This is an optimization exercise on Yosys and OpenROAD, whose aim is small area, not a production implementation. Only simulation tests tie the RTL to the original design; equivalence was not proved. Power and IR drop assume default switching activity.

Setup of alpha:
Design alu, start of the top module:
module alu (
	input			i_clk,
	input			i_rst_n,
	input			i_valid,
	input	signed	[7:0]	i_data_a,
	input	signed	[7:0]	i_data_b,
	input		[2:0]	i_inst,
	output			o_valid,
	output		[7:0]	o_data
);
For scale: ~340 cells after synthesis, about 9 flip-flops, roughly 31 I/O pins.
export LEC_CHECK = 0
export CAP_MARGIN = 20
export CORE_MARGIN = 2
export CORE_UTILIZATION = 40
export GPL_TIMING_DRIVEN = 0
export SETUP_SLACK_MARGIN = 0.2
export SLEW_MARGIN = 20
create_clock -name core_clock -period 7.0 [get_ports {i_clk}]
standard.sh (not shown) runs the stock make flow with config.mk's settings and CLKGATE_MAP_FILE= SYNTH_SCRIPT=/design/flow/synth_recipe.tcl, a recipe that flattens the netlist after the stock synthesis.
==> flow/flow/run.sh <==
#!/bin/bash
set -euo pipefail
W=$PWD
export FLOW_WORK=$W
export FLOW_ABC_SCRIPTS="$W/flow/abc/a1.abc $W/flow/abc/a2.abc $W/flow/abc/a3.abc $W/flow/abc/a4.abc $W/flow/abc/a5.abc"
LIB=$FLOW_HOME/platforms/sky130hd/lib/sky130_fd_sc_hd__tt_025C_1v80.lib

# impl.v must do what design.v does: prove it before laying it out
cat > equiv.ys <<EOY
read_liberty -ignore_miss_func $LIB
read_verilog -sv $W/design.v
rename alu gold
read_verilog -sv $W/flow/impl.v
proc; flatten; opt_clean
rename alu gate
miter -equiv -flatten -make_assert gold gate miter
hierarchy -top miter
flatten; async2sync; opt -fast
sat -verify -prove-asserts -set-init-zero -seq 2 -show-inputs miter
EOY
yosys -l equiv.log -q -s equiv.ys > /dev/null

MK=(make -C "$FLOW_HOME" DESIGN_CONFIG="$W/config.mk" WORK_HOME="$W/orfs"
    CLKGATE_MAP_FILE= SYNTH_SCRIPT="$W/flow/synth.tcl"
    VERILOG_FILES="$W/flow/impl.v" ADDER_MAP_FILE=
    "BUFFER_PORTS_ARGS=-buffer_cell sky130_fd_sc_hd__buf_1" SKIP_INCREMENTAL_REPAIR=1
    "CTS_ARGS=-sink_clustering_enable -repair_clock_nets -dont_use_dummy_load -buf_list sky130_fd_sc_hd__clkbuf_2 -root_buf sky130_fd_sc_hd__clkbuf_4")
if ! "${MK[@]}" synth > make_synth.log 2>&1; then
  # an ABC script can abort on some inputs: retry with the scripts that do not use &deepsyn
  rm -rf "$W/orfs/results" "$W/orfs/logs" "$W/orfs/reports" "$W/orfs/objects"
  export FLOW_ABC_SCRIPTS="$W/flow/abc/a2.abc $W/flow/abc/a3.abc"
  "${MK[@]}" synth > make_synth_retry.log 2>&1
fi
"${MK[@]}" finish > make_finish.log 2>&1
R=$W/orfs/results/sky130hd/alu/base
: # left out here: write the final layout as DEF
Other scripts of this flow, unchanged in this note and not shown: flow/flow/abc/a1.abc, flow/flow/abc/a2.abc, flow/flow/abc/a3.abc, flow/flow/abc/a4.abc, flow/flow/abc/a5.abc, flow/flow/impl.v, flow/flow/synth.tcl
Here is what was changed in the inputs of delta compared with alpha.
- removing SETUP_SLACK_MARGIN (formerly 0.2)
-- flow/flow/run.sh --
<<< alpha, line 26
    "BUFFER_PORTS_ARGS=-buffer_cell sky130_fd_sc_hd__buf_1" SKIP_INCREMENTAL_REPAIR=1
>>> delta, line 26
    "BUFFER_PORTS_ARGS=-buffer_cell sky130_fd_sc_hd__buf_1"
Notes after the runs:
- Against alpha as the reference, delta delivers a higher number of nets in the final layout.
- As far as final count of negative-setup-slack endpoints goes, delta and alpha are indistinguishable; the numbers are identical.
- Of delta and alpha, it is delta that has the higher final cell count without fillers.
- The maximum frequency of delta is higher than that of alpha.
- Number of vias after detailed routing delta (delta -> alpha): insignificant
- Summary of delta over alpha: setup slack shows an increase of 0.25 ns; aggregate global-route resource usage decreased by 0.27 points relative to the old numbers; combinational share of power up 0.2 points.

Setup of run 1:
Another version of the RTL of alu (not shown whole).
For scale: roughly 320 cells after synthesis, ~9 flip-flops, ~2400 um2 of cells after synthesis.
==> flow/config.mk <==
export PLATFORM = sky130hd
export DESIGN_NAME = alu
export DESIGN_NICKNAME = alu
export VERILOG_FILES = /design/flow/design.v
export SDC_FILE = /design/flow/constraint.sdc
export NUM_CORES = 8
export LEC_CHECK = 0
export CAP_MARGIN = 20
export CORE_MARGIN = 2
export CORE_UTILIZATION = 40
export CTS_BUF_LIST = sky130_fd_sc_hd__clkbuf_2
export GPL_TIMING_DRIVEN = 0
export SLEW_MARGIN = 20
==> flow/constraint.sdc <==
create_clock -name core_clock -period 7.0 [get_ports {i_clk}]
set_input_delay 1.4000 -clock core_clock [delete_from_list [all_inputs] [get_ports {i_clk}]]
set_output_delay 1.4000 -clock core_clock [all_outputs]
set_load 0.01 [all_outputs]
==> flow/flow/run.sh <==
#!/bin/bash
set -euo pipefail
W=$PWD
export FLOW_WORK=$W
export FLOW_ABC_SCRIPTS="$W/flow/abc/a1.abc $W/flow/abc/a2.abc $W/flow/abc/a3.abc $W/flow/abc/a4.abc $W/flow/abc/a5.abc"
LIB=$FLOW_HOME/platforms/sky130hd/lib/sky130_fd_sc_hd__tt_025C_1v80.lib

# impl.v must do what design.v does: prove it before laying it out
cat > equiv.ys <<EOY
read_liberty -ignore_miss_func $LIB
read_verilog -sv $W/design.v
rename alu gold
read_verilog -sv $W/flow/impl.v
proc; flatten; opt_clean
rename alu gate
miter -equiv -flatten -make_assert gold gate miter
hierarchy -top miter
flatten; async2sync; opt -fast
sat -verify -prove-asserts -set-init-zero -seq 2 -show-inputs miter
EOY
yosys -l equiv.log -q -s equiv.ys > /dev/null

MK=(make -C "$FLOW_HOME" DESIGN_CONFIG="$W/config.mk" WORK_HOME="$W/orfs"
    CLKGATE_MAP_FILE= SYNTH_SCRIPT="$W/flow/synth.tcl"
    VERILOG_FILES="$W/flow/impl.v" ADDER_MAP_FILE=
    "BUFFER_PORTS_ARGS=-buffer_cell sky130_fd_sc_hd__buf_1"
    "CTS_ARGS=-sink_clustering_enable -repair_clock_nets -dont_use_dummy_load -buf_list sky130_fd_sc_hd__clkbuf_2 -root_buf sky130_fd_sc_hd__clkbuf_4")
if ! "${MK[@]}" synth > make_synth.log 2>&1; then
  # an ABC script can abort on some inputs: retry with the scripts that do not use &deepsyn
  rm -rf "$W/orfs/results" "$W/orfs/logs" "$W/orfs/reports" "$W/orfs/objects"
  export FLOW_ABC_SCRIPTS="$W/flow/abc/a2.abc $W/flow/abc/a3.abc"
  "${MK[@]}" synth > make_synth_retry.log 2>&1
fi
"${MK[@]}" finish > make_finish.log 2>&1
R=$W/orfs/results/sky130hd/alu/base
: # left out here: write the final layout as DEF
Other scripts of this flow, unchanged in this note and not shown: flow/flow/abc/a1.abc, flow/flow/abc/a2.abc, flow/flow/abc/a3.abc, flow/flow/abc/a4.abc, flow/flow/abc/a5.abc, flow/flow/impl.v, flow/flow/synth.tcl
In summary, run 1 completed successfully, with a layout that passed the timing, DRC and antenna checks.
The inputs of run 2 differ from those of run 1 as listed below.
# run 1
export LEC_CHECK = 0
export CAP_MARGIN = 20
export CORE_MARGIN = 2
export CORE_UTILIZATION = 40
export CTS_BUF_LIST = sky130_fd_sc_hd__clkbuf_2
export GPL_TIMING_DRIVEN = 0
export SLEW_MARGIN = 20
create_clock -name core_clock -period 7.0 [get_ports {i_clk}]
# run 2
export LEC_CHECK = 0
export CAP_MARGIN = 20
export CORE_MARGIN = 2
export CORE_UTILIZATION = 55
export GPL_TIMING_DRIVEN = 0
export SLEW_MARGIN = 20
create_clock -name core_clock -period 7.0 [get_ports {i_clk}]
==> comparison <==
Run 2 against run 1: number of vias per cell shows an increase of about 8%; met2 track utilization from global routing rose 14 points; final worst-path setup slack went up 20 ps; worst setup slack before clock tree synthesis -46 ps. In run 2, data arrival time of the worst path is higher than in run 1. Run 1 and run 2 ended up with nearly the same area occupied by multi-input gates. Between run 1 and run 2, the stage delay of the slowest cell on the critical path does not differ in any meaningful way. Going from run 1 to run 2, the critical path data required time was found to have gone up by 40 ps. [compare] base=run 1 new=run 2: total power went up; combinational power share fell 0.2 points. Run 2 completed end to end with timing, DRC and antenna clean.
Input-level comparison between run 3 and run 2:
# run 2
export LEC_CHECK = 0
export CAP_MARGIN = 20
export CORE_MARGIN = 2
export CORE_UTILIZATION = 55
export GPL_TIMING_DRIVEN = 0
export SLEW_MARGIN = 20
create_clock -name core_clock -period 7.0 [get_ports {i_clk}]
# run 3
export LEC_CHECK = 0
export CAP_MARGIN = 20
export CORE_MARGIN = 2
export CORE_UTILIZATION = 40
export GPL_TIMING_DRIVEN = 0
export PLACE_DENSITY = 0.75
export SLEW_MARGIN = 20
create_clock -name core_clock -period 7.0 [get_ports {i_clk}]
Results
Chip height (run 3 vs. run 2) increases by more than 10%. Delta(met1 layer usage reported by global route, run 3 - run 2) < 0. Row utilization: run 3 lower / run 2 higher. Between run 2 and run 3, minimum period implied by the final worst setup slack increased.
The inputs of run 4 differ from those of run 3 as listed below.
# run 3
export LEC_CHECK = 0
export CAP_MARGIN = 20
export CORE_MARGIN = 2
export CORE_UTILIZATION = 40
export GPL_TIMING_DRIVEN = 0
export PLACE_DENSITY = 0.75
export SLEW_MARGIN = 20
create_clock -name core_clock -period 7.0 [get_ports {i_clk}]
# run 4
export LEC_CHECK = 0
export CAP_MARGIN = 20
export CORE_MARGIN = 2
export CORE_UTILIZATION = 30
export GPL_TIMING_DRIVEN = 0
export SLEW_MARGIN = 20
create_clock -name core_clock -period 7.0 [get_ports {i_clk}]
Findings:
Per the final summary, run 4 finished and its layout is clean on timing, DRC and antenna.
Run 4 vs. run 3: switching power went down about 9%, final standard cell area without fillers climbed 75 um2.
Worst setup slack: run 4 and run 3 compared, higher one is run 4
The areal power density over the cells in run 4 was lower than what run 3 gave.
Run 3 has a higher final clock period utilization by the worst path than run 4.
Run 4 against run 3: maximum vdd ir drop decreased by 27% relative to the old numbers; routed wire length higher.

alu, a different RTL version from the one above (not shown whole).
Size: about 9 flip-flops.
Settings: LEC_CHECK=0, CAP_MARGIN=20, CORE_MARGIN=2, CORE_UTILIZATION=40, GPL_TIMING_DRIVEN=0, SETUP_SLACK_MARGIN=0.25, SLEW_MARGIN=20; clock period 7.0 ns.
==> flow/flow/run.sh <==
#!/bin/bash
set -euo pipefail
W=$PWD
export FLOW_WORK=$W
export FLOW_ABC_SCRIPTS="$W/flow/abc/a1.abc $W/flow/abc/a2.abc $W/flow/abc/a3.abc $W/flow/abc/a4.abc $W/flow/abc/a5.abc $W/flow/abc/a6.abc"
LIB=$FLOW_HOME/platforms/sky130hd/lib/sky130_fd_sc_hd__tt_025C_1v80.lib

# impl.v must do what design.v does: prove it before laying it out
cat > equiv.ys <<EOY
read_liberty -ignore_miss_func $LIB
read_verilog -sv $W/design.v
rename alu gold
read_verilog -sv $W/flow/impl.v
proc; flatten; opt_clean
rename alu gate
miter -equiv -flatten -make_assert gold gate miter
hierarchy -top miter
flatten; async2sync; opt -fast
sat -verify -prove-asserts -set-init-zero -seq 2 -show-inputs miter
EOY
yosys -l equiv.log -q -s equiv.ys > /dev/null

MK=(make -C "$FLOW_HOME" DESIGN_CONFIG="$W/config.mk" WORK_HOME="$W/orfs"
    CLKGATE_MAP_FILE= SYNTH_SCRIPT="$W/flow/synth.tcl"
    VERILOG_FILES="$W/flow/impl.v" ADDER_MAP_FILE=
    "BUFFER_PORTS_ARGS=-buffer_cell sky130_fd_sc_hd__buf_1" SKIP_INCREMENTAL_REPAIR=1
    "CTS_ARGS=-sink_clustering_enable -repair_clock_nets -dont_use_dummy_load -buf_list sky130_fd_sc_hd__clkbuf_2 -root_buf sky130_fd_sc_hd__clkbuf_4")
if ! "${MK[@]}" synth > make_synth.log 2>&1; then
  # an ABC script can abort on some inputs: retry with the scripts that do not use &deepsyn
  rm -rf "$W/orfs/results" "$W/orfs/logs" "$W/orfs/reports" "$W/orfs/objects"
  export FLOW_ABC_SCRIPTS="$W/flow/abc/a2.abc $W/flow/abc/a3.abc"
  "${MK[@]}" synth > make_synth_retry.log 2>&1
fi
"${MK[@]}" finish > make_finish.log 2>&1
R=$W/orfs/results/sky130hd/alu/base
: # left out here: write the final layout as DEF
==> flow/flow/abc/a6.abc <==
strash
balance; rewrite; refactor; balance; rewrite; rewrite -z; balance; refactor -z; rewrite -z; balance
&get -n
&deepsyn -T 60
&put
balance; rewrite; refactor; balance; rewrite; rewrite -z; balance; refactor -z; rewrite -z; balance
dch -f
amap -m
topo
mfs3 -ae -H 6 -R 4
mfs3 -ae -H 6 -R 4 -r
Other scripts of this flow, unchanged in this note and not shown: flow/flow/abc/a1.abc, flow/flow/abc/a2.abc, flow/flow/abc/a3.abc, flow/flow/abc/a4.abc, flow/flow/abc/a5.abc, flow/flow/impl.v, flow/flow/synth.tcl
==> next run, changes <==
--- a/flow/flow/run.sh
+++ b/flow/flow/run.sh
@@ -24,5 +24,5 @@
     CLKGATE_MAP_FILE= SYNTH_SCRIPT="$W/flow/synth.tcl"
     VERILOG_FILES="$W/flow/impl.v" ADDER_MAP_FILE=
-    "BUFFER_PORTS_ARGS=-buffer_cell sky130_fd_sc_hd__buf_1" SKIP_INCREMENTAL_REPAIR=1
+    "BUFFER_PORTS_ARGS=-buffer_cell sky130_fd_sc_hd__buf_1" SKIP_INCREMENTAL_REPAIR=1 SETUP_MOVE_SEQUENCE=unbuffer,swap,buffer,split,sizeup,clone
     "CTS_ARGS=-sink_clustering_enable -repair_clock_nets -dont_use_dummy_load -buf_list sky130_fd_sc_hd__clkbuf_2 -root_buf sky130_fd_sc_hd__clkbuf_4")
 if ! "${MK[@]}" synth > make_synth.log 2>&1; then
--- a/flow/config.mk
+++ b/flow/config.mk
@@ -10,4 +10,4 @@
 export CORE_UTILIZATION = 40
 export GPL_TIMING_DRIVEN = 0
-export SETUP_SLACK_MARGIN = 0.25
+export SETUP_SLACK_MARGIN = 0.35
 export SLEW_MARGIN = 20
=> Worst setup slack is better by 130 ps. Wire length grows by about 5%. Design area grows by about 2%. Critical path depth grows by 1. Utilization grows by 0.94 points. Die area stays the same. Via count grows by about 3%. Maximum frequency grows by about 2%.
==> next run, changes <==
--- a/flow/flow/run.sh
+++ b/flow/flow/run.sh
@@ -3,5 +3,5 @@
 W=$PWD
 export FLOW_WORK=$W
-export FLOW_ABC_SCRIPTS="$W/flow/abc/a1.abc $W/flow/abc/a2.abc $W/flow/abc/a3.abc $W/flow/abc/a4.abc $W/flow/abc/a5.abc $W/flow/abc/a6.abc"
+export FLOW_ABC_SCRIPTS="$W/flow/abc/a1.abc $W/flow/abc/a2.abc $W/flow/abc/a3.abc $W/flow/abc/a4.abc $W/flow/abc/a5.abc"
 LIB=$FLOW_HOME/platforms/sky130hd/lib/sky130_fd_sc_hd__tt_025C_1v80.lib
 
@@ -24,5 +24,5 @@
     CLKGATE_MAP_FILE= SYNTH_SCRIPT="$W/flow/synth.tcl"
     VERILOG_FILES="$W/flow/impl.v" ADDER_MAP_FILE=
-    "BUFFER_PORTS_ARGS=-buffer_cell sky130_fd_sc_hd__buf_1" SKIP_INCREMENTAL_REPAIR=1 SETUP_MOVE_SEQUENCE=unbuffer,swap,buffer,split,sizeup,clone
+    "BUFFER_PORTS_ARGS=-buffer_cell sky130_fd_sc_hd__buf_1" SKIP_INCREMENTAL_REPAIR=1
     "CTS_ARGS=-sink_clustering_enable -repair_clock_nets -dont_use_dummy_load -buf_list sky130_fd_sc_hd__clkbuf_2 -root_buf sky130_fd_sc_hd__clkbuf_4")
 if ! "${MK[@]}" synth > make_synth.log 2>&1; then
--- a/flow/config.mk
+++ b/flow/config.mk
@@ -10,4 +10,4 @@
 export CORE_UTILIZATION = 40
 export GPL_TIMING_DRIVEN = 0
-export SETUP_SLACK_MARGIN = 0.35
+export SETUP_SLACK_MARGIN = 0.2
 export SLEW_MARGIN = 20
removed: flow/flow/abc/a6.abc
Global-route usage shrinks by 2.5 points.
First-iteration DRC count rises by roughly a tenth.
Total power falls slightly.
Fmax came out lower by a few percent.
Via count goes down by a few percent.

## static timing again, ports no longer ideal
In the flow no input, the clock included, has a driving cell. The finished layouts below were timed again as built, in two steps. Step 1 (the two cells are an assumption about what drives the block):
set clk [get_ports {i_clk}]
set_driving_cell -lib_cell sky130_fd_sc_hd__clkbuf_16 $clk
set_driving_cell -lib_cell sky130_fd_sc_hd__buf_2 [delete_from_list [all_inputs] $clk]
Step 2, shift: input delay + t, output delay - t, t = (earliest + latest rising clock arrival at the registers) / 2. This alone moves slack from input paths to output paths. Three values: ideal, step 1, step 2; two values: the first two.
| run | t, ns | setup WS [ns] | worst setup path at the end | pins driven straight from the clock port |
|---|---|---|---|---|
| alpha | 0.294 | 0.269 / 0.265 / -0.029 | input to register | 1 |
| delta | 0.300 | 0.519 / 0.516 / 0.216 | input to register | 1 |
| run 1 | 0.280 | 0.306 / 0.301 / 0.020 | input to register | 1 |
| run 2 | 0.283 | 0.327 / 0.322 / 0.038 | input to register | 1 |
| run 3 | 0.275 | 0.152 / 0.147 / -0.128 | input to register | 1 |
| run 4 | 0.269 | 0.366 / 0.355 / 0.086 | input to register | 1 |
| the first run of note 3 | 0.280 | 0.275 / 0.269 / -0.011 | input to register | 1 |
| the second run of note 3 | 0.281 | 0.410 / 0.404 / 0.123 | input to register | 1 |
| the third run of note 3 | 0.279 | 0.163 / 0.162 / -0.117 | input to register | 1 |
With both steps, setup timing fails in alpha, run 3, the first run of note 3 and the third run of note 3, where it was met with ideal ports. The setup slack of delta, which loses most, moves by -0.003 ns with the drivers and by -0.303 ns with both steps.
